Background: an optimization exercise with open tools, aiming at small area. Do not read the settings as production practice.
Function was checked by simulation only, so behaviour that the tests miss may differ from the original.
The clock input has no modelled driver; a real chip could not lean on it and would need a root buffer or a full tree.
Power is estimated from default activity; no workload was simulated.

==> flow/design.v <==
module top
(
	CLOCK_50,
	KEY,
	SW,
	LEDR,
	HEX0,
	HEX1,
	HEX2,
	HEX3,
	HEX4,
	HEX5
);
input wire CLOCK_50;
input wire [3:0] KEY;
input wire [9:0] SW;
output wire [9:0] LEDR;
output wire [6:0] HEX0, HEX1, HEX2, HEX3, HEX4, HEX5;
localparam [3:0] S_INIT  = 4'd0,
                 S_SETUP = 4'd1,
                 S_FPGA  = 4'd2,    
                 S_FDONE = 4'd3,    
                 S_UOK   = 4'd4,    
                 S_UBAD  = 4'd5,    
                 S_DOK   = 4'd6,    
                 S_DBAD  = 4'd7,
                 S_COK   = 4'd8,    
                 S_CBAD  = 4'd9,
                 S_NEXT  = 4'd10,
                 S_NEXTW = 4'd11,    
                 S_RES   = 4'd12,
                 S_RESW  = 4'd13;
reg [3:0] st, nst;
reg [3:0] sync0, sync1, last;
always @(posedge CLOCK_50) begin
	sync0 <= KEY;
	sync1 <= sync0;
	last  <= sync1;
end
wire [3:0] press = last & ~sync1;
wire       any   = |press;
wire s_init = (st == S_INIT);
wire s_next = (st == S_NEXT) | (st == S_NEXTW);
wire rst_v  = SW[1] | s_next;      
wire rst_c  = s_init | s_next | (st == S_FDONE);     
reg [7:0] setup;
always @(posedge CLOCK_50) begin
	if (SW[1]) setup[7:6] <= 2'd0;
	else if (st == S_SETUP) setup[7:6] <= SW[9:8];
end
always @(posedge CLOCK_50) begin
	if (st == S_SETUP) setup[5:0] <= SW[7:2];
end
wire [1:0] level = setup[7:6];
wire [1:0] map   = setup[5:4];
wire [3:0] lastr = setup[3:0];
reg [4:0] diva;
reg [3:0] divb;
wire wrap = diva[4] & ~diva[3] & ~diva[1] & ~diva[0];
always @(posedge CLOCK_50) begin
	if (s_init) begin
		diva <= 5'd0;
		divb <= 4'd0;
	end else begin
		diva <= wrap ? 5'd0 : {diva[3:0], ~(diva[4] ^ diva[2])};
		if (wrap) divb <= divb + 4'd1;
	end
end
wire t2   = wrap & ~divb[0];
wire t1   = wrap & (divb[1:0] == 2'b01);
wire t05  = wrap & (divb[2:0] == 3'b011);
wire t025 = wrap & (divb == 4'b0111);
reg  thz;
always @(*) begin
	case (level)
		2'd0: thz = t025;
		2'd1: thz = t05;
		2'd2: thz = t1;
		default: thz = t2;
	endcase
end
reg [3:0] cnt;
localparam [63:0] ITEM0 = 64'h64CE52EA58CA52EA;
localparam [63:0] ITEM1 = 64'h359B36B9CDED36B9;
wire [5:0] iaddr = {map, cnt};
wire [1:0] item  = {ITEM1[iaddr], ITEM0[iaddr]};
wire [3:0] item_oh = {item == 2'd3, item == 2'd1, item == 2'd0, item == 2'd2};
reg  [3:0] round;
wire       cnt_end = (cnt == round);
always @(posedge CLOCK_50) begin
	if (SW[1]) round <= 4'd0;
	else if (st == S_COK && round != lastr) round <= round + 4'd1;
end
reg  [3:0] tempo;    
wire       tout = tempo[3] & tempo[1];
wire       uturn = (st == S_UOK) | (st == S_UBAD) | (st == S_DOK) | (st == S_DBAD);
always @(posedge CLOCK_50) begin
	if (rst_v) tempo <= 4'd0;
	else if (uturn & t1) tempo <= tempo + 4'd1;
end
reg [2:0] led;    
wire ustep = ((st == S_UOK) | (st == S_UBAD)) & any;
wire fstep = (st == S_FPGA) & thz;
always @(posedge CLOCK_50) begin
	if (rst_c) cnt <= 4'd0;
	else if (ustep | fstep) cnt <= cnt + 4'd1;
end
always @(posedge CLOCK_50) begin
	if (rst_v) led <= 3'd0;
	else if (fstep) led <= {1'b1, item};
end
wire pok = (press == item_oh);
always @(*) begin
	case (st)
		S_INIT:  nst = S_SETUP;
		S_SETUP: nst = SW[0] ? S_FPGA : S_SETUP;
		S_FPGA:  nst = (thz & cnt_end) ? S_FDONE : S_FPGA;
		S_FDONE: nst = S_UOK;
		S_UOK:   nst = tout ? S_RES :
		               any ? (cnt_end ? (pok ? S_DOK : S_DBAD) : (pok ? S_UOK : S_UBAD)) : S_UOK;
		S_UBAD:  nst = tout ? S_RES : (any & cnt_end) ? S_DBAD : S_UBAD;
		S_DOK:   nst = any ? S_CBAD : S_COK;
		S_DBAD:  nst = S_CBAD;
		S_COK:   nst = (round == lastr) ? S_NEXTW : S_NEXT;
		S_CBAD:  nst = S_RES;
		S_NEXT:  nst = S_FPGA;
		S_NEXTW: nst = S_RESW;
		S_RES:   nst = S_RES;
		S_RESW:  nst = S_RESW;
		default: nst = S_INIT;
	endcase
end
always @(posedge CLOCK_50) begin
	if (SW[1]) st <= S_INIT;
	else st <= nst;
end
wire sel = (st == S_RES) | (st == S_RESW);
wire win = (st == S_NEXTW) | (st == S_RESW);
function [6:0] dec7;
	input [3:0] v;
	case (v)
		4'h0: dec7 = ~7'b011_1111;
		4'h1: dec7 = ~7'b000_0110;
		4'h2: dec7 = ~7'b101_1011;
		4'h3: dec7 = ~7'b100_1111;
		4'h4: dec7 = ~7'b110_0110;
		4'h5: dec7 = ~7'b110_1101;
		4'h6: dec7 = ~7'b111_1101;
		4'h7: dec7 = ~7'b000_0111;
		4'h8: dec7 = ~7'b111_1111;
		4'h9: dec7 = ~7'b110_1111;
		4'hA: dec7 = ~7'b111_0111;
		4'hB: dec7 = ~7'b111_1100;
		4'hC: dec7 = ~7'b011_1001;
		4'hD: dec7 = ~7'b101_1110;
		4'hE: dec7 = ~7'b111_1001;
		default: dec7 = ~7'b111_0001;
	endcase
endfunction
wire [5:0] points = level * round;
localparam [111:0] TSEG = 112'b1111000100001000100100011001111000010000000010000000000011110000000010001001000110010110000010010011110011000000;
wire [6:0] tseg = TSEG[tempo*7 +: 7];
assign HEX5 = sel ? (win ? ~7'b011_1110 : ~7'b111_0001) : ~7'b011_1000;
assign HEX4 = sel ? (win ? ~7'b110_1101 : ~7'b111_0011) : dec7({2'b00, level});
assign HEX3 = sel ? ~7'b111_0001 : (win ? ~7'b111_1101 : ~7'b111_1001);
assign HEX2 = sel ? (win ? ~7'b101_0000 : ~7'b111_0111) : tseg;
wire [6:0] phseg = points[5] ? 7'b0100100 : (points[4] ? 7'b1111001 : 7'b1000000);
assign HEX1 = sel ? phseg : ~7'b101_0000;
assign HEX0 = dec7(sel ? points[3:0] : round);
assign LEDR[9:6] = ~KEY;
assign LEDR[5:4] = 2'b11;
assign LEDR[3:0] = {(led[1:0] == 2'd3), (led[1:0] == 2'd1), (led[2] & (led[1:0] == 2'd0)), (led[1:0] == 2'd2)};
endmodule
==> flow/flow/run.sh <==
#!/bin/bash
# Layout flow: the standard synthesis; the combinational logic re-mapped
# for area (registers, their names and cell types kept; the smallest of a few
# ABC runs is used); then the standard layout with 1x port buffers and
# clock tree buffers sized down to what the flip-flop clock slews allow.
set -euo pipefail
W=$PWD
R=$W/orfs/results/${FLOW_PLATFORM:-sky130hd}/top/base
F=$W/flow
LIB=${FLOW_HOME}/platforms/sky130hd/lib/sky130_fd_sc_hd__tt_025C_1v80.lib

# 1. standard synthesis
bash standard.sh "$R/1_2_yosys.v" > synth.log 2>&1

# 2. re-map the combinational logic for area, a few seeds in parallel
cp "$R/1_2_yosys.v" "$W/1_2_yosys_standard.v"
DU=$(grep -o 'sky130_fd_sc_hd__[a-z0-9_]*' "$F/dont_use.txt" | sed 's/^/-dont_use /' | tr '\n' ' ')
for S in 1 2 3 4 5 6 7 8 9 10 11 12 13 14 15 16; do
  if [ $((S % 2)) = 1 ]; then MAP="amap"; else MAP="amap -m"; fi
  if [ $S -le 8 ]; then DS="-I 1 -T 10"; else DS="-I 2 -T 30"; fi
  sed -e "s#@SEED@#$S#g" -e "s#@MAP@#$MAP#g" -e "s#@DS@#$DS#g" "$F/area.abc" > "$W/area_$S.abc"
  sed -e "s#@LIB@#$LIB#g" -e "s#@IN@#$W/1_2_yosys_standard.v#g" -e "s#@OUT@#$W/reopt_$S.v#g" \
      -e "s#@DU@#$DU#g" -e "s#@ABC@#$W/area_$S.abc#g" "$F/reopt.ys" > "$W/reopt_$S.ys"
  yosys -l "$W/reopt_$S.log" -s "$W/reopt_$S.ys" > /dev/null 2>&1 &
  if [ $((S % 4)) = 0 ]; then wait; fi
done
wait
best=""; besta=""
for S in 1 2 3 4 5 6 7 8 9 10 11 12 13 14 15 16; do
  sed -e "s#@LIB@#$LIB#g" -e "s#@OUT@#$W/reopt_$S.v#g" -e "s#@STAT@#$W/reopt_stat_$S.txt#g" "$F/check.ys" > "$W/check_$S.ys"
  if yosys -l "$W/check_$S.log" -s "$W/check_$S.ys" > /dev/null 2>&1; then
    a=$(grep "Chip area" "$W/reopt_stat_$S.txt" | awk '{print $NF}')
    echo "seed $S area $a" >> "$W/reopt_choice.txt"
    if [ -z "$besta" ] || awk -v a="$a" -v b="$besta" 'BEGIN{exit !(a<b)}'; then best=$S; besta=$a; fi
  fi
done
if [ -n "$best" ]; then
  echo "chosen seed $best" >> "$W/reopt_choice.txt"
  cp "$W/reopt_$best.v" "$R/1_2_yosys.v"
else
  echo "no re-mapped netlist passed its check; keeping the standard one" >> "$W/reopt_choice.txt"
fi

# 3. the rest of the standard layout
export BUFFER_PORTS_ARGS="-buffer_cell sky130_fd_sc_hd__buf_1"
export CTS_ARGS="-sink_clustering_enable -repair_clock_nets -dont_use_dummy_load"
export POST_CTS_TCL="$F/post_cts.tcl"
# one tie cell per constant value instead of one per constant output
export SKIP_REPAIR_TIE_FANOUT=1
bash standard.sh finish > layout.log 2>&1
==> flow/flow/area.abc <==
strash
&get -n
&deepsyn -S @SEED@ @DS@
&put
dch -f
@MAP@
==> flow/flow/check.ys <==
read_liberty -lib @LIB@
read_verilog @OUT@
hierarchy -check -top top
check -assert -mapped
tee -o @STAT@ stat -liberty @LIB@
==> flow/flow/dont_use.txt <==
sky130_fd_sc_hd__probe_p_8 sky130_fd_sc_hd__probec_p_8 sky130_fd_sc_hd__lpflow_bleeder_1 sky130_fd_sc_hd__lpflow_clkbufkapwr_1 sky130_fd_sc_hd__lpflow_clkbufkapwr_16 sky130_fd_sc_hd__lpflow_clkbufkapwr_2 sky130_fd_sc_hd__lpflow_clkbufkapwr_4 sky130_fd_sc_hd__lpflow_clkbufkapwr_8 sky130_fd_sc_hd__lpflow_clkinvkapwr_1 sky130_fd_sc_hd__lpflow_clkinvkapwr_16 sky130_fd_sc_hd__lpflow_clkinvkapwr_2 sky130_fd_sc_hd__lpflow_clkinvkapwr_4 sky130_fd_sc_hd__lpflow_clkinvkapwr_8 sky130_fd_sc_hd__lpflow_decapkapwr_12 sky130_fd_sc_hd__lpflow_decapkapwr_3 sky130_fd_sc_hd__lpflow_decapkapwr_4 sky130_fd_sc_hd__lpflow_decapkapwr_6 sky130_fd_sc_hd__lpflow_decapkapwr_8 sky130_fd_sc_hd__lpflow_inputiso0n_1 sky130_fd_sc_hd__lpflow_inputiso0p_1 sky130_fd_sc_hd__lpflow_inputiso1n_1 sky130_fd_sc_hd__lpflow_inputiso1p_1 sky130_fd_sc_hd__lpflow_inputisolatch_1 sky130_fd_sc_hd__lpflow_isobufsrc_1 sky130_fd_sc_hd__lpflow_isobufsrc_16 sky130_fd_sc_hd__lpflow_isobufsrc_2 sky130_fd_sc_hd__lpflow_isobufsrc_4 sky130_fd_sc_hd__lpflow_isobufsrc_8 sky130_fd_sc_hd__lpflow_isobufsrckapwr_16 sky130_fd_sc_hd__lpflow_lsbuf_lh_hl_isowell_tap_1 sky130_fd_sc_hd__lpflow_lsbuf_lh_hl_isowell_tap_2 sky130_fd_sc_hd__lpflow_lsbuf_lh_hl_isowell_tap_4 sky130_fd_sc_hd__lpflow_lsbuf_lh_isowell_4 sky130_fd_sc_hd__lpflow_lsbuf_lh_isowell_tap_1 sky130_fd_sc_hd__lpflow_lsbuf_lh_isowell_tap_2 sky130_fd_sc_hd__lpflow_lsbuf_lh_isowell_tap_4 
==> flow/flow/post_cts.tcl <==
# Size each clock tree buffer down to the smallest clkbuf whose output
# slew at its loads stays under a target, then re-legalize.
set_propagated_clock [all_clocks]
set clk_sizes {sky130_fd_sc_hd__clkbuf_1 sky130_fd_sc_hd__clkbuf_2 sky130_fd_sc_hd__clkbuf_4 sky130_fd_sc_hd__buf_6 sky130_fd_sc_hd__clkbuf_8 sky130_fd_sc_hd__clkbuf_16}
set leaf_target 0.105
set root_target 0.250
proc load_slew {inst} {
  set mx 0
  foreach op [get_pins -of_objects $inst -filter "direction==output"] {
    set net [get_nets -of_objects $op]
    foreach p [get_pins -of_objects $net -filter "direction==input"] {
      set s [get_property $p slew_max]
      if {$s > $mx} {set mx $s}
    }
  }
  return $mx
}
proc is_leaf {inst} {
  foreach op [get_pins -of_objects $inst -filter "direction==output"] {
    set net [get_nets -of_objects $op]
    foreach p [get_pins -of_objects $net -filter "direction==input"] {
      if {[get_property $p name] == "CLK"} { return 1 }
    }
  }
  return 0
}
set root_loads {}
foreach b [get_cells clkbuf_*] {
  if {[is_leaf $b]} { continue }
  set ok 1
  set loads {}
  foreach op [get_pins -of_objects $b -filter "direction==output"] {
    foreach p [get_pins -of_objects [get_nets -of_objects $op] -filter "direction==input"] {
      lappend loads $p
      if {![string match "clkbuf_*" [get_full_name $p]]} { set ok 0 }
    }
  }
  set inet [get_nets -of_objects [get_pins -of_objects $b -filter "direction==input"]]
  set drv_is_port [llength [get_ports -quiet [get_property $inet name]]]
  if {$ok && [llength $loads] <= 4 && $drv_is_port} {
    puts "removing root clock buffer [get_property $b name] ([llength $loads] loads)"
    remove_buffers $b
  }
}
estimate_parasitics -placement
set bufs [get_cells clkbuf_*]
# the root first, then the leaves, which set the flip-flop clock slews
set leaves {}
set others {}
foreach b $bufs { if {[is_leaf $b]} { lappend leaves $b } else { lappend others $b } }
foreach b [concat $others $leaves] {
  if {[lsearch $leaves $b] >= 0} { set slew_target $leaf_target } else { set slew_target $root_target }
  set name [get_property $b name]
  set orig [get_property [get_property $b liberty_cell] name]
  set chosen $orig
  foreach sz $clk_sizes {
    replace_cell $b $sz
    estimate_parasitics -placement
    set s [load_slew $b]
    if {$s < $slew_target} { set chosen $sz; break }
    set chosen $sz
  }
  replace_cell $b $chosen
  estimate_parasitics -placement
  puts "clock buffer $name: $orig -> $chosen (load slew [format %.3f [load_slew $b]])"
}
detailed_placement
check_placement -verbose
estimate_parasitics -placement
==> flow/flow/reopt.ys <==
read_liberty -ignore_miss_func @LIB@
read_verilog @IN@
hierarchy -top top
blackbox sky130_fd_sc_hd__dfxtp_1 sky130_fd_sc_hd__dfrtp_1 sky130_fd_sc_hd__dfstp_1 sky130_fd_sc_hd__dfrtn_1 sky130_fd_sc_hd__edfxtp_1 sky130_fd_sc_hd__conb_1
flatten
opt_clean -purge
abc -liberty @LIB@ @DU@ -script @ABC@
opt_clean -purge
hilomap -singleton -hicell sky130_fd_sc_hd__conb_1 HI -locell sky130_fd_sc_hd__conb_1 LO
insbuf -buf sky130_fd_sc_hd__buf_1 A X
opt_clean -purge
write_verilog -noattr -noexpr -nohex -nodec @OUT@
==> flow/standard.sh <==
#!/bin/bash
# synth_recipe.tcl (not shown) runs the flow's synth.tcl, then flattens the netlist and writes it again
# the make line also repeats each setting of config.mk as NAME=value (left out here)
make -C /OpenROAD-flow-scripts/flow DESIGN_CONFIG=/design/flow/config.mk WORK_HOME=/design/flow/orfs CLKGATE_MAP_FILE= SYNTH_SCRIPT=/design/flow/synth_recipe.tcl "${@:-finish}"
==> flow/config.mk <==
export PLATFORM = sky130hd
export DESIGN_NAME = top
export DESIGN_NICKNAME = top
export VERILOG_FILES = /design/flow/design.v
export SDC_FILE = /design/flow/constraint.sdc
export NUM_CORES = 4
export LEC_CHECK = 0
export CAP_MARGIN = 20
export CORE_MARGIN = 2
export CORE_UTILIZATION = 40
export SLEW_MARGIN = 20
==> flow/constraint.sdc <==
create_clock -name core_clock -period 10.0 [get_ports {CLOCK_50}]
set_input_delay 2.0000 -clock core_clock [delete_from_list [all_inputs] [get_ports {CLOCK_50}]]
set_output_delay 2.0000 -clock core_clock [all_outputs]
set_load 0.01 [all_outputs]
==> summary.md, run 1 <==
| Metric | Value |
|---|---|
| Synth Warn # | `1` |
| Leak | `0.887 nW` |
| DRT antenna net count | `0` |
| DR vias | `2312` |
| Mapped cell area | `2320 µm²` |
| WHS | `331 ps` |
| Fin. Hold Viols | `0` |
| Nets | `about 380` |
| Status | `finished clean` |
| Clock transition at path regs | `100 ps` |
| Worst Setup End Kind | `primary output` |
| Reg2Reg Depth | `14` |
| Grt total ovfl | `0` |
| Proportion of power drawn by combinational gates | `31.0%` |
| Cell Int Power | `about 0.3 mW` |
| Iter 0 DRT Violations | `105` |
| Inserted Diodes | `0` |
| Pwr dens | `around 180 nW/µm²` |
| Post-Syn Instances | `316` |
| M1 wire length | `2620 µm` |
| Layout fillers | `~580` |
| Post-DP HPWL | `4240 µm` |
| Worst R2R End | `cnt[3]` |
| DIE WIDTH | `80.2 µm` |
| CP max FO | `12` |
| IO Pins | `67` |
| CP max stage delay | `~400 ps` |
| Overall routed net length | `~5500 µm` |
| Period utilisation layout | `between 40 and 50%` |
| DR WL/cell | `between 10 and 15 µm` |
| Worst slew pin tran | `779 ps` |
| Max-cap viol count | `0` |
| Tmin final | `a little under 5000 ps` |
| Total Routing Usage GR | `between 10% and 20%` |
| Reg2reg setup slack | `7370 ps` |
| Post-Route Utilization | `47.4%` |
| Switch Pwr | `0.173 mW` |
| CP Launch Type | `flop` |
| Reg power frac | `52.2%` |
| Clk pwr share | `16.9%` |
| Pre-CTS setup slack | `5210 ps` |
| Final Wtd Congestion | `approximately 0.91` |
| Avg Cell Area, Syn | `around 7.3 µm²` |
| CP max-delay cell | `o22ai_1` |
| Initial DRT Pass Iterations | `4` |
| Share of layout cells above drive strength 1 | `1.10%` |
| Worst Hold Launch | `sync0[1]` |
| Syn_nets | `331` |
| CTS Sinks | `48` |
| Routed met2 length | `2490 µm` |
| Clock latency (worst-skew pair) | `120 ps` |
| WP data arrival | `2940 ps` |
| Fin worst setup slack | `5060 ps` |
| Setup TNS | `0 ps` |
| Vias in the first global route | `2042` |
| Die height | `80.2 µm` |
| RSZ-0062 raised after global routing | `no` |
| Residual DRC count | `0` |
| Worst min-delay path class | `flop to flop` |
| Metal3 WL | `287 µm` |
| Setup Skew | `15.0 ps` |
| Critical Path, Cell by Cell | `nor2b_1 > nand2_1 > clkinv_1 > o21ai_0 > o22ai_1 > clkinv_1 > nor2_1 > o21ai_0 > nand2_1 > nand2_1 > o22ai_1 > o21a_1 > buf_1` |
| Top Layer Used | `met4` |
| Worst R2R Start | `st[0]` |
| Most common cell on crit path | `nand2_1` |
| Crit Path Class | `flop to primary output` |
| WP data required | `8000 ps` |
| Max_slew headroom | `47.6%` |
| Core area | `5540 µm²` |
| Initial Util | `41.9%` |
| Hold Crit Endpoint | `sync1[1]` |
| Peak supply drop | `0.115 mV` |
| Vias per cell | `between 5 and 6` |
| # rows | `27` |
| DIE AREA | `6420 µm²` |
| IO Port Bufs | `between 50 and 60` |
| # setup viols final | `0` |
| Layout area overhead | `13.1%` |
| Initial antenna violation count | `0` |
| Sw Ratio | `36.1%` |
| Pins Over Slew Limit | `0` |
| Achievable Freq | `0.202 GHz` |
| Largest net degree at the start of global routing | `16` |
| Worst hold stages | `0` |
| First-pass GRT wire length | `9020 µm` |
[worst max path at each step]
stage                     startpoint       to  depth (start not counted)
after floorplan                st[2]  HEX0[5]                         12
after global placement         st[2]  HEX0[5]                         13
after detailed placement       st[2]  HEX0[5]                         13
after global routing           st[2]  HEX0[5]                         13
final                          st[2]  HEX0[5]                         13
[area by class of cell]
type,instances,area [µm²],share of cell area [%]
Clock buffer,4,45.0,1.72
Inverter,48,180,6.87
Multi-Input combinational cell,208,1070,40.9
Sequential cell,48,1020,38.9
Tap cell,72,90.1,3.43
Timing Repair Buffer,57,214,8.15
[sequential cells by signal, summed over array words and instances (netlist names)]
signal	count
cnt	4
diva	5
divb	4
last	4
led	3
round	4
setup	8
st	4
sync0	4
sync1	4
tempo	4
[power groups by stage]
stage                     Clock, mW  Sequential, mW  Combinational, mW
after global placement            0           0.253              0.148
after detailed placement          0           0.253              0.148
after global routing         0.0918           0.253              0.169
final                        0.0808           0.249              0.148
after floorplan                   0           0.246              0.110
[critical path: cells and delay by family (launching register included)]
kind	cells	cell delay, ps
flip-flops	1	390
AO/OA/AOI/OAI	5	1050
AND/OR/NAND/NOR	5	810
buffers and inverters	3	550
[layer usage]
layer	GRT usage [%]	vias up
met5	0	-
met4	4.58	0
met3	3.48	7
met2	29.3	67
met1	23.1	1053
li1	-	1185
[cells in the final DEF, fill, tap and decap left out, drive strengths merged, types with 5 or more instances in the layout]
master and count:
nand2 30, nor3 17, dfxtp 42, edfxtp 6, a21oi 20, nor2b 5
o22ai 9, buf 61, nand3 5, clkinv 48, o21ai 18, nor2 57
a211oi 10
[through the flow]
step / power [mW] / area, µm² / cells
global route: 0.514 / 2620 / 437
global placement: 0.401 / 2580 / 433
detailed placement: 0.401 / 2580 / 433
finish: 0.478 / 2620 / 437
floorplan: 0.356 / 2320 / 316
==> run 2, diff against run 1 <==
--- a/flow/flow/run.sh
+++ b/flow/flow/run.sh
@@ -19,3 +19,5 @@
   if [ $((S % 2)) = 1 ]; then MAP="amap"; else MAP="amap -m"; fi
-  if [ $S -le 8 ]; then DS="-I 1 -T 10"; else DS="-I 2 -T 30"; fi
+  # stop on steps without improvement rather than on time, so the result
+  # does not depend on how busy the machine is
+  if [ $S -le 8 ]; then DS="-I 1 -J 200 -T 900"; else DS="-I 1 -J 500 -T 900"; fi
   sed -e "s#@SEED@#$S#g" -e "s#@MAP@#$MAP#g" -e "s#@DS@#$DS#g" "$F/area.abc" > "$W/area_$S.abc"
--- a/flow/flow/post_cts.tcl
+++ b/flow/flow/post_cts.tcl
@@ -4,3 +4,3 @@
 set clk_sizes {sky130_fd_sc_hd__clkbuf_1 sky130_fd_sc_hd__clkbuf_2 sky130_fd_sc_hd__clkbuf_4 sky130_fd_sc_hd__buf_6 sky130_fd_sc_hd__clkbuf_8 sky130_fd_sc_hd__clkbuf_16}
-set leaf_target 0.105
+set leaf_target 0.115
 set root_target 0.250
==> summary.md, run 2 <==
| Metric | Value |
|---|---|
| Proportion of power drawn by combinational gates | `40.1% (+9.1 points)` |
| Clk pwr share | `13.2% (-3.7 points)` |
| Inserted Diodes | `0 (unchanged)` |
| Pre-CTS setup slack | `5360 ps (+144 ps)` |
| Post-Route Utilization | `47.1% (-0.29 points)` |
| Achievable Freq | `0.208 GHz (+2.8%)` |
| Clock transition at path regs | `90 ps (about the same)` |
| Largest net degree at the start of global routing | `17 (+1)` |
| Dpl cells | `437 (+0.92%)` |
| Setup TNS | `0 ps (unchanged)` |
| Critical Path, Cell by Cell | `clkinv_1 > nor2_1 > nand2_1 > clkinv_1 > nand2_1 > nor2_1 > nand2_1 > o21ai_0 > nor2_1 > a21oi_1 > o21bai_1 > or2_0 > o31ai_1 > buf_1` |
| Syn_nets | `335 (+1.2%)` |
| DR vias | `2249 (-2.7%)` |
| Mapped cell area | `2320 µm² (+0.16%)` |
| Overall routed net length | `5250 µm (-3.9%)` |
| Iter 0 DRT Violations | `68 (-35%)` |
| CP max-delay cell | `dfxtp_1` |
| Pwr dens | `218 nW/µm² (+20%)` |
| Vias in the first global route | `2050 (+0.39%)` |
| Vias per cell | `5.10 (-3.6%)` |
| Final Instance Area | `2620 µm² (unchanged)` |
| Worst slew pin tran | `818 ps (+39.3 ps)` |
| Peak supply drop | `0.118 mV (+3.3%)` |
| Nets | `386 (+1.0%)` |
| Most frequent cells in the layout | `nor2_1, buf_1, clkinv_1` |
| Commonest non-fill, non-tap cell in the layout | `nor2_1` |
| CP top delay family | `simple AND/OR/NAND/NOR gates` |
| Core area | `5570 µm² (+0.61%)` |
| CP max FO | `13 (+1)` |
| Post-DP HPWL | `4250 µm (+0.26%)` |
| Worst Setup End Kind | `primary output` |
| CTS Sinks | `48 (unchanged)` |
| Top flop regs | `setup: 8 flops, diva: 5 flops` |
| Initial Util | `41.7% (-0.19 points)` |
| # setup viols final | `0 (unchanged)` |
| Crit Path Class | `flop to primary output` |
| Worst min-delay path class | `flop to flop` |
| Switch Pwr | `0.234 mW (+35%)` |
| DR WL/cell | `11.9 µm (-4.8%)` |
| Max_slew headroom | `45.3% (-2.3 points)` |
| Overall Power | `0.572 mW (+20%)` |
| Avg Cell Area, Syn | `7.26 µm² (-1.1%)` |
| Final Wtd Congestion | `0.924 (+1.8%)` |
| Post-Syn Instances | `320 (+1.3%)` |
| Reg power frac | `46.7% (-5.5 points)` |
| Total Routing Usage GR | `16.7% (-0.83 points)` |
| CP max stage delay | `380 ps (-20 ps)` |
| WP data required | `8000 ps (about the same)` |
| Setup Skew | `37.9 ps (+23.0 ps)` |
| IO Pins | `67 (unchanged)` |
| Pins Over Slew Limit | `0 (unchanged)` |
| DRT antenna net count | `0 (unchanged)` |
| Clock latency (worst-skew pair) | `150 ps (+30 ps)` |
| WP data arrival | `2810 ps (-130 ps)` |
| Max-cap viol count | `0 (unchanged)` |
| Sw Ratio | `40.8% (+4.7 points)` |
| Status | `finished clean` |
| Fin worst setup slack | `5190 ps (+134 ps)` |
| IO Port Bufs | `57 (unchanged)` |
| Layout area overhead | `12.9%` |
| Fin. Hold Viols | `0 (unchanged)` |
| RSZ-0062 raised after global routing | `no` |
| Initial DRT Pass Iterations | `4 (unchanged)` |
| Period utilisation layout | `48.1% (-1.3 points)` |
| # rows | `27 (unchanged)` |
| Cell Int Power | `0.339 mW (+11%)` |
| Grt total ovfl | `0 (unchanged)` |
| Share of layout cells above drive strength 1 | `1.08% (-0.012 points)` |
| Area after DPL | `2580 µm² (+0.15%)` |
| Max reg flops | `8 (unchanged)` |
| Die height | `80.2 µm (about the same)` |
| DIE WIDTH | `80.2 µm (about the same)` |
| Residual DRC count | `0 (unchanged)` |
| Fin cells | `441 (+0.92%)` |
| Initial antenna violation count | `0 (unchanged)` |
| Synth Warn # | `1 (unchanged)` |
| WHS | `335 ps (+3.60 ps)` |
| Tmin final | `4810 ps (-134 ps)` |
| Buf+Inv Stages, Crit Path | `3 (unchanged)` |
| CP Launch Type | `flop` |
| Largest Register | `setup` |
| First-pass GRT wire length | `8670 µm (-3.8%)` |
| DIE AREA | `6430 µm² (+0.15%)` |
| Leak | `0.895 nW (+0.84%)` |
==> run 2: power by group through the flow <==
stage / clock (mW) / sequential, mW / combinational (mW)
global placement: 0 / 0.272 / 0.230
detailed placement: 0 / 0.272 / 0.229
finish: 0.0754 / 0.268 / 0.229
floorplan: 0 / 0.262 / 0.170
global route: 0.0857 / 0.273 / 0.262
==> run 2: cell type report <==
type / count / area [µm²]
multi-input combinational: 207 / 1060
sequential: 48 / 1020
timing repair buffer: 57 / 214
inverter: 53 / 199
fill: 583 / 2950
clock buffer: 4 / 41.3
tap: 72 / 90.1
==> run 2: worst reg2reg max path, stage by stage, from the launching register on <==
cell      delay (ps)
dfxtp_1          350
clkinv_1         110
nand3_1          170
nor2_1           470
nor2_1           170
nor3_1           300
nor2_1           100
nor2_1           170
nand2_1          100
nor2_1           130
nor2_1            80
a22o_1           240
==> run 2: final timing paths <==
kind | depth (start not counted) | from | slack, ps | endpoint
worst max-delay path | 14 | st[2] | 5190 | HEX0[0]
worst min-delay path | 0 | sync0[2] | 330 | sync1[2]
worst min register to register | 0 | sync0[2] | 330 | sync1[2]
worst max register to register | 11 | st[1] | 7540 | cnt[3]
==> run 2: metal layers <==
| metal | wire length [µm] | GRT usage [%] | share of wire (%) |
|---|---|---|---|
| met1 | 2340 | 19.7 | 45 |
| met2 | 2620 | 30.4 | 50 |
| met5 | 0 | 0 | 0 |
| met3 | 256 | 3.60 | 4.9 |
| met4 | 26 | 4.41 | 0.50 |
==> run 3, diff against run 2 <==
==> flow/flow/run.sh (replaced) <==
#!/bin/bash
# Layout flow: the standard synthesis; the combinational logic re-mapped
# for area (registers, their names and cell types kept; the smallest of a few
# ABC runs is used); then the standard layout with 1x port buffers and
# clock tree buffers sized down to what the flip-flop clock slews allow.
set -euo pipefail
W=$PWD
R=$W/orfs/results/${FLOW_PLATFORM:-sky130hd}/top/base
F=$W/flow
LIB=${FLOW_HOME}/platforms/sky130hd/lib/sky130_fd_sc_hd__tt_025C_1v80.lib

# 1. standard synthesis
bash standard.sh "$R/1_2_yosys.v" > synth.log 2>&1

# 2. re-map the combinational logic for area: 16 ABC runs (deepsyn with
# different seeds, then area mapping), 4 at a time; the smallest result that
# passes its check is kept, and used as the start of the next round.
cp "$R/1_2_yosys.v" "$W/1_2_yosys_standard.v"
DU=$(grep -o 'sky130_fd_sc_hd__[a-z0-9_]*' "$F/dont_use.txt" | sed 's/^/-dont_use /' | tr '\n' ' ')
reopt_round() {
  local IN=$1 RD=$2 S MAP DS a best="" besta=""
  for S in $(seq 1 16); do
    if [ $((S % 2)) = 1 ]; then MAP="amap"; else MAP="amap -m"; fi
    # stop on steps without improvement rather than on time, so the result
    # does not depend on how busy the machine is
    if [ $S -le 8 ]; then DS="-I 1 -J 200 -T 900"; else DS="-I 1 -J 500 -T 900"; fi
    sed -e "s#@SEED@#$S#g" -e "s#@MAP@#$MAP#g" -e "s#@DS@#$DS#g" "$F/area.abc" > "$W/area_${RD}_$S.abc"
    sed -e "s#@LIB@#$LIB#g" -e "s#@IN@#$IN#g" -e "s#@OUT@#$W/reopt_${RD}_$S.v#g" \
        -e "s#@DU@#$DU#g" -e "s#@ABC@#$W/area_${RD}_$S.abc#g" "$F/reopt.ys" > "$W/reopt_${RD}_$S.ys"
    yosys -l "$W/reopt_${RD}_$S.log" -s "$W/reopt_${RD}_$S.ys" > /dev/null 2>&1 &
    if [ $((S % 4)) = 0 ]; then wait; fi
  done
  wait
  for S in $(seq 1 16); do
    sed -e "s#@LIB@#$LIB#g" -e "s#@OUT@#$W/reopt_${RD}_$S.v#g" -e "s#@STAT@#$W/reopt_stat_${RD}_$S.txt#g" "$F/check.ys" > "$W/check_${RD}_$S.ys"
    if yosys -l "$W/check_${RD}_$S.log" -s "$W/check_${RD}_$S.ys" > /dev/null 2>&1; then
      a=$(grep "Chip area" "$W/reopt_stat_${RD}_$S.txt" | awk '{print $NF}')
      echo "round $RD seed $S area $a" >> "$W/reopt_choice.txt"
      if [ -z "$besta" ] || awk -v a="$a" -v b="$besta" 'BEGIN{exit !(a<b)}'; then best=$S; besta=$a; fi
    fi
  done
  if [ -n "$best" ]; then
    echo "round $RD chosen seed $best area $besta" >> "$W/reopt_choice.txt"
    cp "$W/reopt_${RD}_$best.v" "$W/reopt_round_$RD.v"
    return 0
  fi
  return 1
}
CUR="$W/1_2_yosys_standard.v"
for RD in 1 2 3; do
  if reopt_round "$CUR" $RD; then CUR="$W/reopt_round_$RD.v"; else break; fi
done
if [ "$CUR" != "$W/1_2_yosys_standard.v" ]; then
  cp "$CUR" "$R/1_2_yosys.v"
else
  echo "no re-mapped netlist passed its check; keeping the standard one" >> "$W/reopt_choice.txt"
fi

# 3. the rest of the standard layout
export BUFFER_PORTS_ARGS="-buffer_cell sky130_fd_sc_hd__buf_1"
export CTS_ARGS="-sink_clustering_enable -repair_clock_nets -dont_use_dummy_load"
export POST_CTS_TCL="$F/post_cts.tcl"
# one tie cell per constant value instead of one per constant output
export SKIP_REPAIR_TIE_FANOUT=1
bash standard.sh finish > layout.log 2>&1
==> summary.md, run 3 <==
| Metric | Value |
|---|---|
| Status | `finished clean` |
| Residual DRC count | `0 (unchanged)` |
| Switch Pwr | `0.201 mW (-14%)` |
| Vias in the first global route | `2131 (+4.0%)` |
| Commonest non-fill, non-tap cell in the layout | `nor2_1` |
| Grt total ovfl | `0 (unchanged)` |
| IO Pins | `67 (unchanged)` |
| Max reg flops | `8 (unchanged)` |
| Most frequent cells in the layout | `nor2_1, buf_1, clkinv_1` |
| Worst min-delay path class | `flop to flop` |
| Overall Power | `0.522 mW (-8.7%)` |
| Post-Syn Instances | `314 (-1.9%)` |
| DR WL/cell | `12.2 µm (+2.8%)` |
| CP Launch Type | `flop` |
| DIE WIDTH | `79.6 µm (-0.72%)` |
| Sw Ratio | `38.5% (-2.3 points)` |
| Max-cap viol count | `0 (unchanged)` |
| Final Wtd Congestion | `0.833 (-9.9%)` |
| Metal3 WL | `235 µm (-8.2%)` |
| Initial DRT Pass Iterations | `4 (unchanged)` |
| Nets | `382 (-1.0%)` |
| WP data arrival | `2710 ps (-100 ps)` |
| RSZ-0062 raised after global routing | `no` |
| CP max-delay cell | `dfxtp_1` |
| Largest net degree at the start of global routing | `16 (-1)` |
| Crit Path Class | `flop to primary output` |
| WP data required | `8000 ps (about the same)` |
| Layout fillers | `567 (-2.7%)` |
| M1 wire length | `2650 µm (+13%)` |
| Vias per cell | `5.10 (about the same)` |
| Avg Cell Area, Syn | `7.29 µm² (+0.37%)` |
| CP max FO | `10 (-3)` |
| CP top delay family | `simple AND/OR/NAND/NOR gates` |
| Top Layer Used | `met4` |
| Layout area overhead | `13.8%` |
| Overall routed net length | `5340 µm (+1.8%)` |
| Fin. Hold Viols | `0 (unchanged)` |
| Routed met2 length | `2390 µm (-8.8%)` |
| DIE AREA | `6340 µm² (-1.4%)` |
| Clk pwr share | `14.7% (+1.5 points)` |
| Leak | `0.890 nW (-0.51%)` |
| CTS Sinks | `48 (unchanged)` |
| Largest Register | `setup` |
| DR vias | `2227 (-0.98%)` |
| CP max stage delay | `330 ps (-50 ps)` |
| Most common cell on crit path | `clkinv_1` |
| # rows | `27 (unchanged)` |
| DRT antenna net count | `0 (unchanged)` |
| Setup TNS | `0 ps (unchanged)` |
| Tmin final | `4710 ps (-102 ps)` |
| Iter 0 DRT Violations | `72 (+5.9%)` |
| Max_slew headroom | `48.5% (+3.3 points)` |
| Initial Util | `41.6% (-0.12 points)` |
| Top flop regs | `setup: 8 flops, diva: 5 flops` |
| Critical Path, Cell by Cell | `clkinv_1 > nor3_1 > buf_4 > clkinv_1 > nor2_1 > nor2_1 > a21oi_1 > clkinv_1 > o22ai_1 > nand2_1 > or2_0 > o31ai_1 > buf_1` |
| Total Routing Usage GR | `17.9% (+1.2 points)` |
| Die height | `79.6 µm (-0.72%)` |
| Synth Warn # | `1 (unchanged)` |
| Clock latency (worst-skew pair) | `170 ps (+20 ps)` |
| FF/Latch Area | `1020 µm² (unchanged)` |
| Achievable Freq | `0.213 GHz (+2.2%)` |
| Core area | `5510 µm² (-1.2%)` |
| Inserted Diodes | `0 (unchanged)` |
| Proportion of power drawn by combinational gates | `36.1% (-4.0 points)` |
| Reg power frac | `49.2% (+2.5 points)` |
| Period utilisation layout | `47.1% (-1.0 points)` |
| # setup viols final | `0 (unchanged)` |
| IO Port Bufs | `57 (unchanged)` |
| Pwr dens | `201 nW/µm² (-8.0%)` |
| First-pass GRT wire length | `9140 µm (+5.4%)` |
| Setup Skew | `58.1 ps (+20.2 ps)` |
| Mapped cell area | `2290 µm² (-1.5%)` |
| Worst Setup End Kind | `primary output` |
| Cell Int Power | `0.321 mW (-5.1%)` |
| Buf+Inv Stages, Crit Path | `5 (+2)` |
| Clock transition at path regs | `90 ps (about the same)` |
| Worst slew pin tran | `769 ps (-49.2 ps)` |
| Pins Over Slew Limit | `0 (unchanged)` |
| Initial antenna violation count | `0 (unchanged)` |
| Multi-input gate area | `1040 µm² (-1.5%)` |
| Post-DP HPWL | `4180 µm (-1.5%)` |
| Share of layout cells above drive strength 1 | `1.64% (+0.56 points)` |
| Syn_nets | `329 (-1.8%)` |
| Peak supply drop | `0.0904 mV (-24%)` |
## run 3: path summary, 6_finish.rpt
path         startpoint       end  slack, ps  cells after the start
max               st[3]   HEX0[0]       5290                     13
min            sync0[1]  sync1[1]        330                      0
max reg2reg       st[1]    cnt[3]       7260                     13
min reg2reg    sync0[1]  sync1[1]        330                      0
## run 3: routing by layer
metal | GRT usage (%) | vias up
met5 | 0 | -
li1 | - | 1176
met1 | 23.9 | 981
met4 | 4.83 | 0
met2 | 29.5 | 60
met3 | 3.39 | 10
## run 3: per-stage QoR
| step | util, % | hold slack [ps] | area (µm²) | setup slack, ps | cells |
|---|---|---|---|---|---|
| 3_3_place_gp | 46.5 | 311 | 2560 | 5610 | 433 |
| 6_report | 47.3 | 328 | 2600 | 5290 | 437 |
| 2_1_floorplan | - | 310 | 2290 | 4940 | 314 |
| 3_5_place_dp | 46.5 | 312 | 2560 | 5460 | 433 |
| 5_1_grt | 47.3 | 344 | 2600 | 4830 | 437 |
## run 3: power by group through the flow
stage	clock network [mW]	registers, mW	logic, mW
final	0.0769	0.257	0.188
after global routing	0.0874	0.262	0.214
after detailed placement	0	0.261	0.188
after global placement	0	0.261	0.187
after floorplan	0	0.253	0.138
## run 3: cell type report
cell class	count	area share, %
Sequential cell	48	39.2
Tap cell	72	3.46
Inverter	48	6.92
Clock buffer	4	1.59
Multi-Input combinational cell	206	40.0
Timing Repair Buffer	59	8.79
==> run 4, diff against run 3 <==
--- a/flow/design.v
+++ b/flow/design.v
@@ -33,3 +33,8 @@
 reg [3:0] st, nst;
-reg [3:0] sync0, sync1, last;
+reg [3:0] sync0, sync1;
+reg [2:0] pc;
+wire [3:0] pn = sync1 & ~sync0;
+wire pn_any = |pn;
+wire pn_one = (pn == 4'b0001) | (pn == 4'b0010) | (pn == 4'b0100) | (pn == 4'b1000);
+wire [1:0] pn_key = {pn[3] | pn[0], pn[3] | pn[2]};
 always @(posedge CLOCK_50) begin
@@ -37,6 +42,5 @@
 	sync1 <= sync0;
-	last  <= sync1;
+	pc    <= pn_one ? {1'b1, pn_key} : {2'b00, pn_any};
 end
-wire [3:0] press = last & ~sync1;
-wire       any   = |press;
+wire any = pc[2] | pc[0];
 wire s_init = (st == S_INIT);
@@ -86,3 +90,2 @@
 wire [1:0] item  = {ITEM1[iaddr], ITEM0[iaddr]};
-wire [3:0] item_oh = {item == 2'd3, item == 2'd1, item == 2'd0, item == 2'd2};
 reg  [3:0] round;
@@ -111,3 +114,3 @@
 end
-wire pok = (press == item_oh);
+wire pok = pc[2] & (pc[1:0] == item);
 always @(*) begin
==> summary.md, run 4 <==
| Metric | Value |
|---|---|
| Syn_nets | `330 (+0.30%)` |
| DIE WIDTH | `79.8 µm (+0.23%)` |
| Post-DP HPWL | `4160 µm (-0.64%)` |
| Layout area overhead | `13.1%` |
| Overall Power | `0.413 mW (-21%)` |
| Commonest non-fill, non-tap cell in the layout | `nor2_1` |
| WP data required | `8000 ps (about the same)` |
| Core area | `5540 µm² (+0.61%)` |
| Worst R2R End | `st[1]` |
| Vias in the first global route | `1911 (-10%)` |
| Pre-CTS setup slack | `3400 ps (-2060 ps)` |
| Peak supply drop | `0.115 mV (+27%)` |
| CP Launch Type | `flop` |
| Residual DRC count | `0 (unchanged)` |
| Worst slew pin tran | `822 ps (+52.8 ps)` |
| Crit Path Class | `flop to primary output` |
| DR vias | `2191 (-1.6%)` |
| Max-cap viol count | `0 (unchanged)` |
| Largest net degree at the start of global routing | `15 (-1)` |
| First-pass GRT wire length | `8460 µm (-7.5%)` |
| Synth Warn # | `1 (unchanged)` |
| Post-Syn Instances | `315 (+0.32%)` |
| Overall routed net length | `5220 µm (-2.4%)` |
| Top flop regs | `setup: 8 flops, diva: 5 flops` |
| Worst R2R Start | `st[3]` |
| Worst Setup End Kind | `primary output` |
| Inserted Diodes | `0 (unchanged)` |
| CTS Sinks | `47 (-2.1%)` |
| Initial Util | `41.5% (-0.050 points)` |
| WHS | `357 ps (+29.0 ps)` |
| Fin cells | `436 (-0.23%)` |
| IO Port Bufs | `57 (unchanged)` |
| Avg Cell Area, Syn | `7.30 µm² (+0.17%)` |
| Share of layout cells above drive strength 1 | `1.10% (-0.54 points)` |
| WP data arrival | `4800 ps (+2090 ps)` |
| Layout fillers | `586 (+3.4%)` |
| IO Pins | `67 (unchanged)` |
| Total Routing Usage GR | `16.5% (-1.4 points)` |
| DIE AREA | `6370 µm² (+0.47%)` |
| Reg2Reg Depth | `10 (-3)` |
| Mapped cell area | `2300 µm² (+0.49%)` |
| Leak | `0.900 nW (+1.1%)` |
| Grt total ovfl | `0 (unchanged)` |
| Setup TNS | `0 ps (unchanged)` |
| Post-Route Utilization | `46.9% (-0.36 points)` |
| Pwr dens | `159 nW/µm² (-21%)` |
| Area after DPL | `2560 µm² (-0.15%)` |
| Worst hold stages | `0 (unchanged)` |
| Max_slew headroom | `45.0% (-3.5 points)` |
| Setup Skew | `50.6 ps (-7.54 ps)` |
| Period utilisation layout | `68.0% (+21 points)` |
| Fin. Hold Viols | `0 (unchanged)` |
| Final Wtd Congestion | `0.862 (+3.5%)` |
| Largest Register | `setup` |
| Vias per cell | `5.03 (-1.4%)` |
| Nets | `381 (-0.26%)` |
| Clock transition at path regs | `90 ps (about the same)` |
| Tmin final | `6800 ps (+2100 ps)` |
| Status | `finished clean` |
| CP max FO | `12 (+2)` |
| Clock latency (worst-skew pair) | `160 ps (about the same)` |
| Pins Over Slew Limit | `0 (unchanged)` |
| Fin worst setup slack | `3200 ps (-2100 ps)` |
| Final Instance Area | `2600 µm² (-0.14%)` |
| Reg2reg setup slack | `7250 ps (about the same)` |
| Worst min-delay path class | `flop to flop` |
| Dpl cells | `432 (-0.23%)` |
| Max reg flops | `8 (unchanged)` |
| # rows | `27 (unchanged)` |
| Initial DRT Pass Iterations | `4 (unchanged)` |
| DR WL/cell | `12.0 µm (-2.2%)` |
| Die height | `79.8 µm (+0.23%)` |
| Achievable Freq | `0.147 GHz (-31%)` |
| # setup viols final | `0 (unchanged)` |
| Iter 0 DRT Violations | `123 (+71%)` |
| DRT antenna net count | `0 (unchanged)` |
| Most frequent cells in the layout | `nor2_1, buf_1, clkinv_1` |
| Critical Path End | `HEX1[0]` |
| RSZ-0062 raised after global routing | `no` |
| Initial antenna violation count | `0 (unchanged)` |
| Critical Path Start | `st[3]` |
==> run 4: cell type report <==
cell class,count,area [µm²],area share [%]
multi-input combinational,211,1080,41.7
sequential,47,1000,38.5
timing repair buffer,57,214,8.23
inverter,45,169,6.50
tap,72,90.1,3.46
clock buffer,4,41.3,1.59
==> run 4: worst max-delay path, cell delays in order, from the launching register on <==
cell and delay [ps]:
dfxtp_1 460, nand2_1 140, nor2_1 640, clkinv_1 400, nor2_1 230, clkinv_1 90, or3_1 400, a21oi_1 330
nor2_1 130, a211o_1 260, o21ai_0 210, a221oi_1 100, a21oi_1 180, nor2_1 80, or2_0 240, a31oi_1 250
clkinv_1 140, o21ai_0 220, buf_1 170
==> run 4: worst min path at each step <==
stage | end | from
floorplan | sync1[1] | sync0[1]
global placement | sync1[2] | sync0[2]
detailed placement | sync1[2] | sync0[2]
global route | sync1[2] | sync0[2]
finish | sync1[2] | sync0[2]
==> run 4: layer usage <==
layer  track usage (%)  vias up  share of wire, %
li1                  -     1181                 -
met1              21.5      956                50
met2              27.5       50                44
met3              3.73        4               5.1
met4              4.24        0              0.84
met5                 0        -                 0
==> run 4: where the power goes <==
part | switching, mW | internal [mW]
clock network | 0.0470 | 0.0288
logic | 0.0669 | 0.0353
registers | 0.0189 | 0.217
total | 0.133 | 0.281
==> run 5, diff against run 4 <==
--- a/flow/flow/run.sh
+++ b/flow/flow/run.sh
@@ -26,3 +26,3 @@
     if [ $S -le 8 ]; then DS="-I 1 -J 200 -T 900"; else DS="-I 1 -J 500 -T 900"; fi
-    sed -e "s#@SEED@#$S#g" -e "s#@MAP@#$MAP#g" -e "s#@DS@#$DS#g" "$F/area.abc" > "$W/area_${RD}_$S.abc"
+    sed -e "s#@SEED@#$((S + 16 * (RD - 1)))#g" -e "s#@MAP@#$MAP#g" -e "s#@DS@#$DS#g" "$F/area.abc" > "$W/area_${RD}_$S.abc"
     sed -e "s#@LIB@#$LIB#g" -e "s#@IN@#$IN#g" -e "s#@OUT@#$W/reopt_${RD}_$S.v#g" \
@@ -41,7 +41,9 @@
   done
-  if [ -n "$best" ]; then
+  if [ -n "$best" ] && { [ -z "$CUR_AREA" ] || awk -v a="$besta" -v b="$CUR_AREA" 'BEGIN{exit !(a<b)}'; }; then
     echo "round $RD chosen seed $best area $besta" >> "$W/reopt_choice.txt"
     cp "$W/reopt_${RD}_$best.v" "$W/reopt_round_$RD.v"
+    CUR_AREA=$besta
     return 0
   fi
+  echo "round $RD: no improvement" >> "$W/reopt_choice.txt"
   return 1
@@ -49,3 +51,4 @@
 CUR="$W/1_2_yosys_standard.v"
-for RD in 1 2 3; do
+CUR_AREA=""
+for RD in 1 2 3 4; do
   if reopt_round "$CUR" $RD; then CUR="$W/reopt_round_$RD.v"; else break; fi
==> summary.md, run 5 <==
| Metric | Value |
|---|---|
| Max_slew headroom | `47.9% (+2.9 points)` |
| M1 wire length | `2560 µm (-1.6%)` |
| Top flop regs | `setup: 8 flops, diva: 5 flops` |
| DIE WIDTH | `79.8 µm (about the same)` |
| Overall routed net length | `5390 µm (+3.3%)` |
| Vias per cell | `5.15 (+2.5%)` |
| Worst slew pin tran | `779 ps (-42.5 ps)` |
| Peak supply drop | `0.106 mV (-8.3%)` |
| Core area | `5540 µm² (unchanged)` |
| # rows | `27 (unchanged)` |
| Iter 0 DRT Violations | `140 (+14%)` |
| Commonest non-fill, non-tap cell in the layout | `nor2_1` |
| Status | `finished clean` |
| IO Pins | `67 (unchanged)` |
| Most frequent cells in the layout | `nor2_1, buf_1, clkinv_1` |
| Final Instance Area | `2600 µm² (about the same)` |
| Inserted Diodes | `0 (unchanged)` |
| Initial DRT Pass Iterations | `4 (unchanged)` |
| Critical Path, Cell by Cell | `clkinv_1 > nand2_1 > nor2_1 > clkinv_1 > nor2_1 > clkinv_1 > or3_1 > a21oi_1 > nor2_1 > a211o_1 > o21ai_0 > a221oi_1 > a21oi_1 > nor2_1 > or2_0 > a31oi_1 > clkinv_1 > o21ai_0 > buf_1` |
| Setup Skew | `45.9 ps (-4.67 ps)` |
| Metal3 WL | `345 µm (+31%)` |
| Grt total ovfl | `0 (unchanged)` |
| CP max stage delay | `590 ps (-50 ps)` |
| Largest net degree at the start of global routing | `14 (-1)` |
| Buf+Inv Stages, Crit Path | `5 (+1)` |
| WP data required | `8000 ps (about the same)` |
| Vias in the first global route | `1993 (+4.3%)` |
| Nets | `383 (+0.52%)` |
| Largest Register | `setup` |
| Clock latency (worst-skew pair) | `160 ps (about the same)` |
| Max-cap viol count | `0 (unchanged)` |
| Routed met2 length | `2450 µm (+5.9%)` |
| Post-Syn Instances | `317 (+0.63%)` |
| # setup viols final | `0 (unchanged)` |
| WP data arrival | `4710 ps (-90 ps)` |
| CP Launch Type | `flop` |
| Leak | `0.868 nW (-3.6%)` |
| Worst Setup End Kind | `primary output` |
| Final Wtd Congestion | `0.820 (-4.9%)` |
| CP top delay family | `simple AND/OR/NAND/NOR gates` |
| Pwr dens | `156 nW/µm² (-2.2%)` |
| Residual DRC count | `0 (unchanged)` |
| Total Routing Usage GR | `17.4% (+0.92 points)` |
| CP max FO | `13 (+1)` |
| Tmin final | `6710 ps (-94.3 ps)` |
| Max reg flops | `8 (unchanged)` |
| CTS Sinks | `47 (unchanged)` |
| IO Port Bufs | `57 (unchanged)` |
| Fin. Hold Viols | `0 (unchanged)` |
| Crit Path Class | `flop to primary output` |
| Area after DPL | `2560 µm² (about the same)` |
| DR vias | `2257 (+3.0%)` |
| Clock transition at path regs | `90 ps (about the same)` |
| Die height | `79.8 µm (about the same)` |
| RSZ-0062 raised after global routing | `no` |
| First-pass GRT wire length | `8830 µm (+4.3%)` |
| Layout area overhead | `13.1% (about the same)` |
| Pins Over Slew Limit | `0 (unchanged)` |
| Achievable Freq | `0.149 GHz (+1.4%)` |
| Share of layout cells above drive strength 1 | `1.09% (-0.0060 points)` |
| Synth Warn # | `1 (unchanged)` |
| DRT antenna net count | `0 (unchanged)` |
| Initial antenna violation count | `0 (unchanged)` |
| Mapped cell area | `2300 µm² (-0.11%)` |
| Post-DP HPWL | `4260 µm (+2.4%)` |
| Period utilisation layout | `67.1% (-0.94 points)` |
| Setup TNS | `0 ps (unchanged)` |
| CP max-delay cell | `nor2_1` |
| Initial Util | `41.5% (-0.045 points)` |
| DIE AREA | `6360 µm² (-0.11%)` |
| Worst min-delay path class | `flop to flop` |
| Top Layer Used | `met4` |
| DR WL/cell | `12.3 µm (+2.8%)` |
| Avg Cell Area, Syn | `7.25 µm² (-0.74%)` |
| Syn_nets | `332 (+0.61%)` |
## run 5: final timing paths
| kind | end | cells past startpoint | slack [ps] | start |
|---|---|---|---|---|
| max | HEX1[0] | 19 | 3290 | st[1] |
| max reg2reg | cnt[3] | 10 | 7330 | setup[6] |
| min reg2reg | sync1[2] | 0 | 350 | sync0[2] |
| min | sync1[2] | 0 | 350 | sync0[2] |
## run 5: final cells by class
cell class	instances	area [µm²]
Timing Repair Buffer	57	214
Inverter	49	184
Tap cell	72	90.1
Sequential cell	47	1000
Multi-Input combinational cell	209	1070
Clock buffer	4	41.3
Fill cell	587	2940
## run 5: stage by stage
| stage | util [%] | hold slack, ps | std cells | setup slack (ps) | total power [mW] |
|---|---|---|---|---|---|
| floorplan | - | 323 | 317 | 3260 | 0.302 |
| global placement | 46.1 | 328 | 434 | 3750 | 0.329 |
| detailed placement | 46.1 | 335 | 434 | 3570 | 0.331 |
| global route | 46.9 | 363 | 438 | 2800 | 0.430 |
| finish | 46.9 | 348 | 438 | 3290 | 0.404 |
## run 5: metal layers
metal,global-route usage (%),vias to the layer above
met3,3.51,6
met2,30.3,80
li1,-,1188
met4,4.07,0
met5,0,-
met1,22.1,983
## run 5: worst register-to-register path, delay by kind of cell, from the launching register on
kind	cells	cell delay, ps
AND/OR/NAND/NOR	7	1070
buffers and inverters	1	250
flip-flops	1	370
AO/OA/AOI/OAI	2	920
## run 5: power by group
| part | internal (mW) | leakage [nW] | switching [mW] |
|---|---|---|---|
| Combinational | 0.0310 | 0.453 | 0.0649 |
| Sequential | 0.215 | 0.392 | 0.0157 |
| Clock | 0.0289 | 0.0228 | 0.0488 |
==> run 6, diff against run 5 <==
--- a/flow/design.v
+++ b/flow/design.v
@@ -33,8 +33,3 @@
 reg [3:0] st, nst;
-reg [3:0] sync0, sync1;
-reg [2:0] pc;
-wire [3:0] pn = sync1 & ~sync0;
-wire pn_any = |pn;
-wire pn_one = (pn == 4'b0001) | (pn == 4'b0010) | (pn == 4'b0100) | (pn == 4'b1000);
-wire [1:0] pn_key = {pn[3] | pn[0], pn[3] | pn[2]};
+reg [3:0] sync0, sync1, last;
 always @(posedge CLOCK_50) begin
@@ -42,5 +37,6 @@
 	sync1 <= sync0;
-	pc    <= pn_one ? {1'b1, pn_key} : {2'b00, pn_any};
+	last  <= sync1;
 end
-wire any = pc[2] | pc[0];
+wire [3:0] press = last & ~sync1;
+wire       any   = |press;
 wire s_init = (st == S_INIT);
@@ -90,2 +86,3 @@
 wire [1:0] item  = {ITEM1[iaddr], ITEM0[iaddr]};
+wire [3:0] item_oh = {item == 2'd3, item == 2'd1, item == 2'd0, item == 2'd2};
 reg  [3:0] round;
@@ -114,3 +111,3 @@
 end
-wire pok = pc[2] & (pc[1:0] == item);
+wire pok = (press == item_oh);
 always @(*) begin
==> summary.md, run 6 <==
| Metric | Value |
|---|---|
| Initial DRT Pass Iterations | `6 (+2)` |
| Worst Setup End Kind | `primary output` |
| Post-Syn Instances | `315 (-0.63%)` |
| Critical Path, Cell by Cell | `clkinv_1 > nor3_2 > clkinv_1 > nor2_1 > nor2_1 > a21oi_1 > clkinv_1 > nor2_1 > nor3_1 > nor2_1 > clkinv_1 > o22ai_1 > buf_1` |
| CP top delay family | `simple AND/OR/NAND/NOR gates` |
| Nets | `381 (-0.52%)` |
| Critical Path Start | `st[2]` |
| Dpl cells | `432 (-0.46%)` |
| Syn_nets | `330 (-0.60%)` |
| Mapped cell area | `2310 µm² (+0.44%)` |
| DIE AREA | `6390 µm² (+0.41%)` |
| Core area | `5540 µm² (unchanged)` |
| Residual DRC count | `0 (unchanged)` |
| CP max-delay cell | `nor3_2` |
| Tmin final | `5270 ps (-1440 ps)` |
| Max-cap viol count | `0 (unchanged)` |
| Crit Path Class | `flop to primary output` |
| CTS Sinks | `48 (+2.1%)` |
| Avg Cell Area, Syn | `7.32 µm² (+1.1%)` |
| Final Wtd Congestion | `0.850 (+3.7%)` |
| Pins Over Slew Limit | `0 (unchanged)` |
| DR WL/cell | `12.3 µm (-0.14%)` |
| Setup TNS | `0 ps (unchanged)` |
| DR vias | `2247 (-0.44%)` |
| Reg2Reg Depth | `11 (+1)` |
| Area after DPL | `2570 µm² (+0.39%)` |
| Post-DP HPWL | `4330 µm (+1.7%)` |
| Worst min-delay path class | `flop to flop` |
| Pwr dens | `219 nW/µm² (+41%)` |
| Worst R2R End | `cnt[3]` |
| Initial Util | `41.6% (+0.18 points)` |
| Vias per cell | `5.15 (about the same)` |
| Final Instance Area | `2610 µm² (+0.53%)` |
| Vias in the first global route | `2098 (+5.3%)` |
| RSZ-0062 raised after global routing | `no` |
| Clock transition at path regs | `90 ps (about the same)` |
| Setup Skew | `32.1 ps (-13.8 ps)` |
| Fin. Hold Viols | `0 (unchanged)` |
| DRT antenna net count | `0 (unchanged)` |
| Fin cells | `436 (-0.46%)` |
| # setup viols final | `0 (unchanged)` |
| IO Pins | `67 (unchanged)` |
| Die height | `79.9 µm (+0.21%)` |
| WP data arrival | `3270 ps (-1440 ps)` |
| Share of layout cells above drive strength 1 | `1.37% (+0.28 points)` |
| WHS | `335 ps (-13.1 ps)` |
| Initial antenna violation count | `0 (unchanged)` |
| Critical Path End | `HEX0[6]` |
| Total Routing Usage GR | `17.7% (+0.29 points)` |
| Period utilisation layout | `52.7% (-14 points)` |
| CP max FO | `11 (-2)` |
| Max_slew headroom | `49.6% (+1.7 points)` |
| First-pass GRT wire length | `9070 µm (+2.8%)` |
| Achievable Freq | `0.190 GHz (+27%)` |
| Critical path depth | `13 (-6)` |
| Most frequent cells in the layout | `nor2_1, buf_1, clkinv_1` |
| IO Port Bufs | `57 (unchanged)` |
| Largest net degree at the start of global routing | `17 (+3)` |
| Worst slew pin tran | `753 ps (-26.0 ps)` |
| CP Launch Type | `flop` |
| Peak supply drop | `0.0977 mV (-7.5%)` |
| Status | `finished clean` |
| Grt total ovfl | `0 (unchanged)` |
| Iter 0 DRT Violations | `117 (-16%)` |
| Overall routed net length | `5360 µm (-0.59%)` |
| Leak | `0.867 nW (-0.13%)` |
| Synth Warn # | `1 (unchanged)` |
| Largest Register | `setup` |
| Layout area overhead | `13.2% (about the same)` |
| Top flop regs | `setup: 8 flops, diva: 5 flops` |
| Commonest non-fill, non-tap cell in the layout | `nor2_1` |
| Overall Power | `0.572 mW (+42%)` |
| Max reg flops | `8 (unchanged)` |
| Reg2reg setup slack | `7340 ps (about the same)` |
| Clock latency (worst-skew pair) | `150 ps (about the same)` |
| Inserted Diodes | `0 (unchanged)` |
| WP data required | `8000 ps (about the same)` |
| CP max stage delay | `630 ps (+40 ps)` |
| Buf+Inv Stages, Crit Path | `5 (unchanged)` |
| Worst R2R Start | `st[1]` |
| # rows | `27 (unchanged)` |
| DIE WIDTH | `79.9 µm (+0.21%)` |
## run 6: cell types whose count changed in the layout (fill, tap and decap cells not counted), moves of 3 or more
cell / previous run / this run
nor3_1: 18 / 5
nor2_1: 69 / 61
a21oi_1: 10 / 16
nand2_1: 21 / 27
a31oi_1: 8 / 4
nor2b_1: 2 / 6
a22oi_1: 3 / 0
o21ai_0: 26 / 29
o22a_1: 0 / 3
## run 6: through the flow
stage / setup slack, ps / utilization, %
6_report: 4730 / 47.2
3_3_place_gp: 4730 / 46.3
3_5_place_dp: 4470 / 46.3
2_1_floorplan: 4730 / -
5_1_grt: 4260 / 47.2
## run 6: area by class of cell
| cell class | count | area [µm²] |
|---|---|---|
| fill | 585 | 2930 |
| multi-input combinational | 204 | 1050 |
| sequential | 48 | 1020 |
| timing repair buffer | 57 | 214 |
| inverter | 51 | 191 |
| tap | 72 | 90.1 |
| clock buffer | 4 | 41.3 |
## run 6: worst min path at each step
stage,startpoint,endpoint,slack [ps],depth (start not counted)
2_1_floorplan,sync0[0],sync1[0],310,0
3_3_place_gp,sync0[1],sync1[1],310,0
3_5_place_dp,sync0[2],sync1[2],310,0
5_1_grt,sync0[2],sync1[2],350,0
6_report,sync0[2],sync1[2],340,0
## run 6: report_power, final
part,switching [mW],internal [mW],total [mW]
sequential,0.0292,0.234,0.263
combinational,0.159,0.0737,0.233
clock,0.0472,0.0288,0.0761
## run 6: layer usage
layer	GRT usage, %	vias to the layer above	wire (µm)
met5	0	-	0
met1	21.9	1013	2500
li1	-	1179	-
met2	30.9	46	2600
met4	5.25	0	55
met3	3.39	9	206
## run 6: worst register-to-register path: cells and delay by family (launching register included)
family	cells	cell delay, ps
AND/OR/NAND/NOR	9	1890
flip-flops	1	370
buffers and inverters	1	220
AO/OA/AOI/OAI	1	80

-- what the ideal ports hide --
In the flow no input, the clock included, has a driving cell. The finished layouts below were timed again as built, in two steps. Step 1 assumes that a clkbuf_16 drives the clock port and a buf_2 every other input. Step 2, shift: input delay + t, output delay - t, t = (earliest + latest rising clock arrival at the registers) / 2. This alone moves slack from input paths to output paths. Three values: ideal ports, drivers, drivers and shift; two values: the first two.
| run | shift t [ns] | setup slack, ns | hold WS [ns] |
|---|---|---|---|
| run 1 | 0.170 | 5.058 / 5.004 / 5.174 | 0.331 / 0.331 / 0.331 |
| run 2 | 0.183 | 5.192 / 5.141 / 5.324 | 0.335 / 0.335 / 0.335 |
| run 3 | 0.191 | 5.294 / 5.243 / 5.434 | 0.328 / 0.328 / 0.328 |
| run 4 | 0.188 | 3.196 / 3.145 / 3.333 | 0.357 / 0.357 / 0.357 |
| run 5 | 0.184 | 3.290 / 3.240 / 3.424 | 0.348 / 0.348 / 0.348 |
| run 6 | 0.183 | 4.730 / 4.678 / 4.861 | 0.335 / 0.335 / 0.335 |
After both steps setup and hold are still met in every run listed.
